Background: an optimization exercise with open tools, aiming at small area. Do not read the settings as production practice.
In this exercise RTL edits were held to simulation tests only and were not proved equivalent to the original.
No activity file was given, so power comes from the tool's default toggle rates.

==> flow/design.v (excerpt) <==
module fifo #(
  parameter DWIDTH             = 4,
  parameter AWIDTH             = 8,
  parameter SHOWAHEAD          = 1,
  parameter ALMOST_FULL_VALUE  = 6,
  parameter ALMOST_EMPTY_VALUE = 2,
  parameter REGISTER_OUTPUT    = 0
)(
  input                     clk_i,
  input                     srst_i,
  input [DWIDTH-1:0]        data_i,
  input                     wrreq_i,
  input                     rdreq_i,
  output logic [DWIDTH-1:0] q_o,
  output logic              empty_o,
  output logic              full_o,
  output logic [AWIDTH:0]   usedw_o,
  output logic              almost_full_o,
  output logic              almost_empty_o
);
export LEC_CHECK = 0
export CAP_MARGIN = 10
export CORE_MARGIN = 2
export CORE_UTILIZATION = 70
export CTS_BUF_LIST = sky130_fd_sc_hd__clkbuf_16
export CTS_CLUSTER_DIAMETER = 60
export CTS_CLUSTER_SIZE = 30
export SLEW_MARGIN = 10
export SYNTH_HIERARCHICAL = 1
export SYNTH_MINIMUM_KEEP_SIZE = 0
create_clock -name core_clock -period 5.0 [get_ports {clk_i}]
standard.sh (not shown) runs the stock make flow with config.mk's settings and CLKGATE_MAP_FILE= SYNTH_SCRIPT=/design/flow/synth_recipe.tcl, a recipe that flattens the netlist after the stock synthesis.
==> flow/flow/run.sh <==
#!/bin/bash
# Own flow: the standard layout (standard.sh) with two changes to how
# the layout is made:
#  - clock tree synthesis without dummy loads,
#  - port buffers of the smallest buffer cell (repair_design still sizes them).
# Each tool's full output stays in orfs/logs; make's output goes to standard.log.
set -o pipefail
bash standard.sh \
  "CTS_ARGS=-sink_clustering_enable -repair_clock_nets -dont_use_dummy_load -sink_clustering_size 30 -sink_clustering_max_diameter 60 -buf_list sky130_fd_sc_hd__clkbuf_16" \
  "BUFFER_PORTS_ARGS=-buffer_cell sky130_fd_sc_hd__buf_1" \
  finish > standard.log 2>&1
The first run finished clean.
Next try:
==> flow/flow/run.sh (replaced) <==
#!/bin/bash
# Own flow: the standard layout (standard.sh) with three changes to how
# the layout is made:
#  - clock tree synthesis without dummy loads,
#  - port buffers of the smallest buffer cell,
#  - the power-recovery pass of global routing, which downsizes gates that
#    have slack to spare.
# Each tool's full output stays in orfs/logs; make's output goes to standard.log.
set -o pipefail
bash standard.sh \
  "CTS_ARGS=-sink_clustering_enable -repair_clock_nets -dont_use_dummy_load -sink_clustering_size 30 -sink_clustering_max_diameter 60 -buf_list sky130_fd_sc_hd__clkbuf_16" \
  "BUFFER_PORTS_ARGS=-buffer_cell sky130_fd_sc_hd__buf_1" \
  RECOVER_POWER=100 \
  finish > standard.log 2>&1
Result:
- The changed run finished but fails on capacitance limit, slew limit
- clock skew barely changes
- sequential cell count does not change
- power stays flat
- global-route usage does not change
- synthesized area stays the same
- sequential power barely changes

Another version of the RTL of fifo (not shown whole).
For scale: about 1,700 cells after synthesis, ~1,000 flip-flops, about 25 I/O pins, about 36,000 um^2 of cells after synthesis.
Settings: LEC_CHECK=0, CAP_MARGIN=10, CORE_MARGIN=2, CORE_UTILIZATION=70, CTS_BUF_LIST=sky130_fd_sc_hd__clkbuf_16, CTS_CLUSTER_DIAMETER=60, CTS_CLUSTER_SIZE=30, SLEW_MARGIN=10, SYNTH_HIERARCHICAL=1, SYNTH_MINIMUM_KEEP_SIZE=0; clock period 5.0 ns.
==> flow/flow/run.sh <==
#!/bin/bash
# Own flow: the standard layout (standard.sh) with two changes to how
# the layout is made:
#  - clock tree synthesis with small leaf buffers (clkbuf_4 driving clusters
#    of at most 12 flip-flops) and no dummy loads,
#  - port buffers of the smallest buffer cell (repair_design still sizes them).
# Each tool's full output stays in orfs/logs; make's output goes to standard.log.
set -o pipefail
bash standard.sh \
  "CTS_ARGS=-sink_clustering_enable -repair_clock_nets -dont_use_dummy_load -sink_clustering_size 12 -sink_clustering_max_diameter 30 -buf_list sky130_fd_sc_hd__clkbuf_4 -root_buf sky130_fd_sc_hd__clkbuf_16" \
  "BUFFER_PORTS_ARGS=-buffer_cell sky130_fd_sc_hd__buf_1" \
  finish > standard.log 2>&1
The baseline finished clean.
Change:
--- a/flow/flow/run.sh
+++ b/flow/flow/run.sh
@@ -5 +5 @@
-#    of at most 12 flip-flops) and no dummy loads,
+#    of at most 10 flip-flops) and no dummy loads,
@@ -10 +10 @@
-  "CTS_ARGS=-sink_clustering_enable -repair_clock_nets -dont_use_dummy_load -sink_clustering_size 12 -sink_clustering_max_diameter 30 -buf_list sky130_fd_sc_hd__clkbuf_4 -root_buf sky130_fd_sc_hd__clkbuf_16" \
+  "CTS_ARGS=-sink_clustering_enable -repair_clock_nets -dont_use_dummy_load -sink_clustering_size 10 -sink_clustering_max_diameter 30 -buf_list sky130_fd_sc_hd__clkbuf_4 -root_buf sky130_fd_sc_hd__clkbuf_16" \
The changed run passed the timing, design-rule and antenna checks.
Global-route usage hardly moves.
Fmax fell slightly.
Utilization barely changes.
Critical path depth does not change.
Hold slack gets worse by 0.0049 ns.
Clock-buffer cell count rose by 2.

[separate check: timing with driven ports]
In the flow no input, the clock included, has a driving cell. The finished layouts below were timed again as built, in two steps. Step 1, drivers: a clkbuf_16 drives clk_i and a buf_2 each remaining input, both assumed. Step 2 times the ports against the registers' clock, not the clock port: input delays grow and output delays shrink by t, the midpoint of the rising clock arrivals with the driver on. Three values: ideal, step 1, step 2; two values: the first two.
run | t (ns) | setup slack, ns | worst setup path after step 2 | clock arrival spread, ns | slew at the worst register clock pin (ns)
the first run of note 1 | 0.681 | 0.944 / 0.944 / 0.944 | register to register | 0.066 / 0.066 | 0.11 / 0.11
the second run of note 1 | 0.681 | 0.593 / 0.593 / 0.129 | input to register | 0.065 / 0.065 | 0.11 / 0.11
the first run of note 2 | 0.732 | 1.286 / 1.286 / 1.286 | register to register | 0.085 / 0.085 | 0.12 / 0.12
the second run of note 2 | 0.751 | 1.271 / 1.271 / 1.271 | register to register | 0.100 / 0.100 | 0.11 / 0.11
The setup slack of the second run of note 1, which loses most, moves by 0.000 ns with the drivers and by -0.464 ns with both steps.
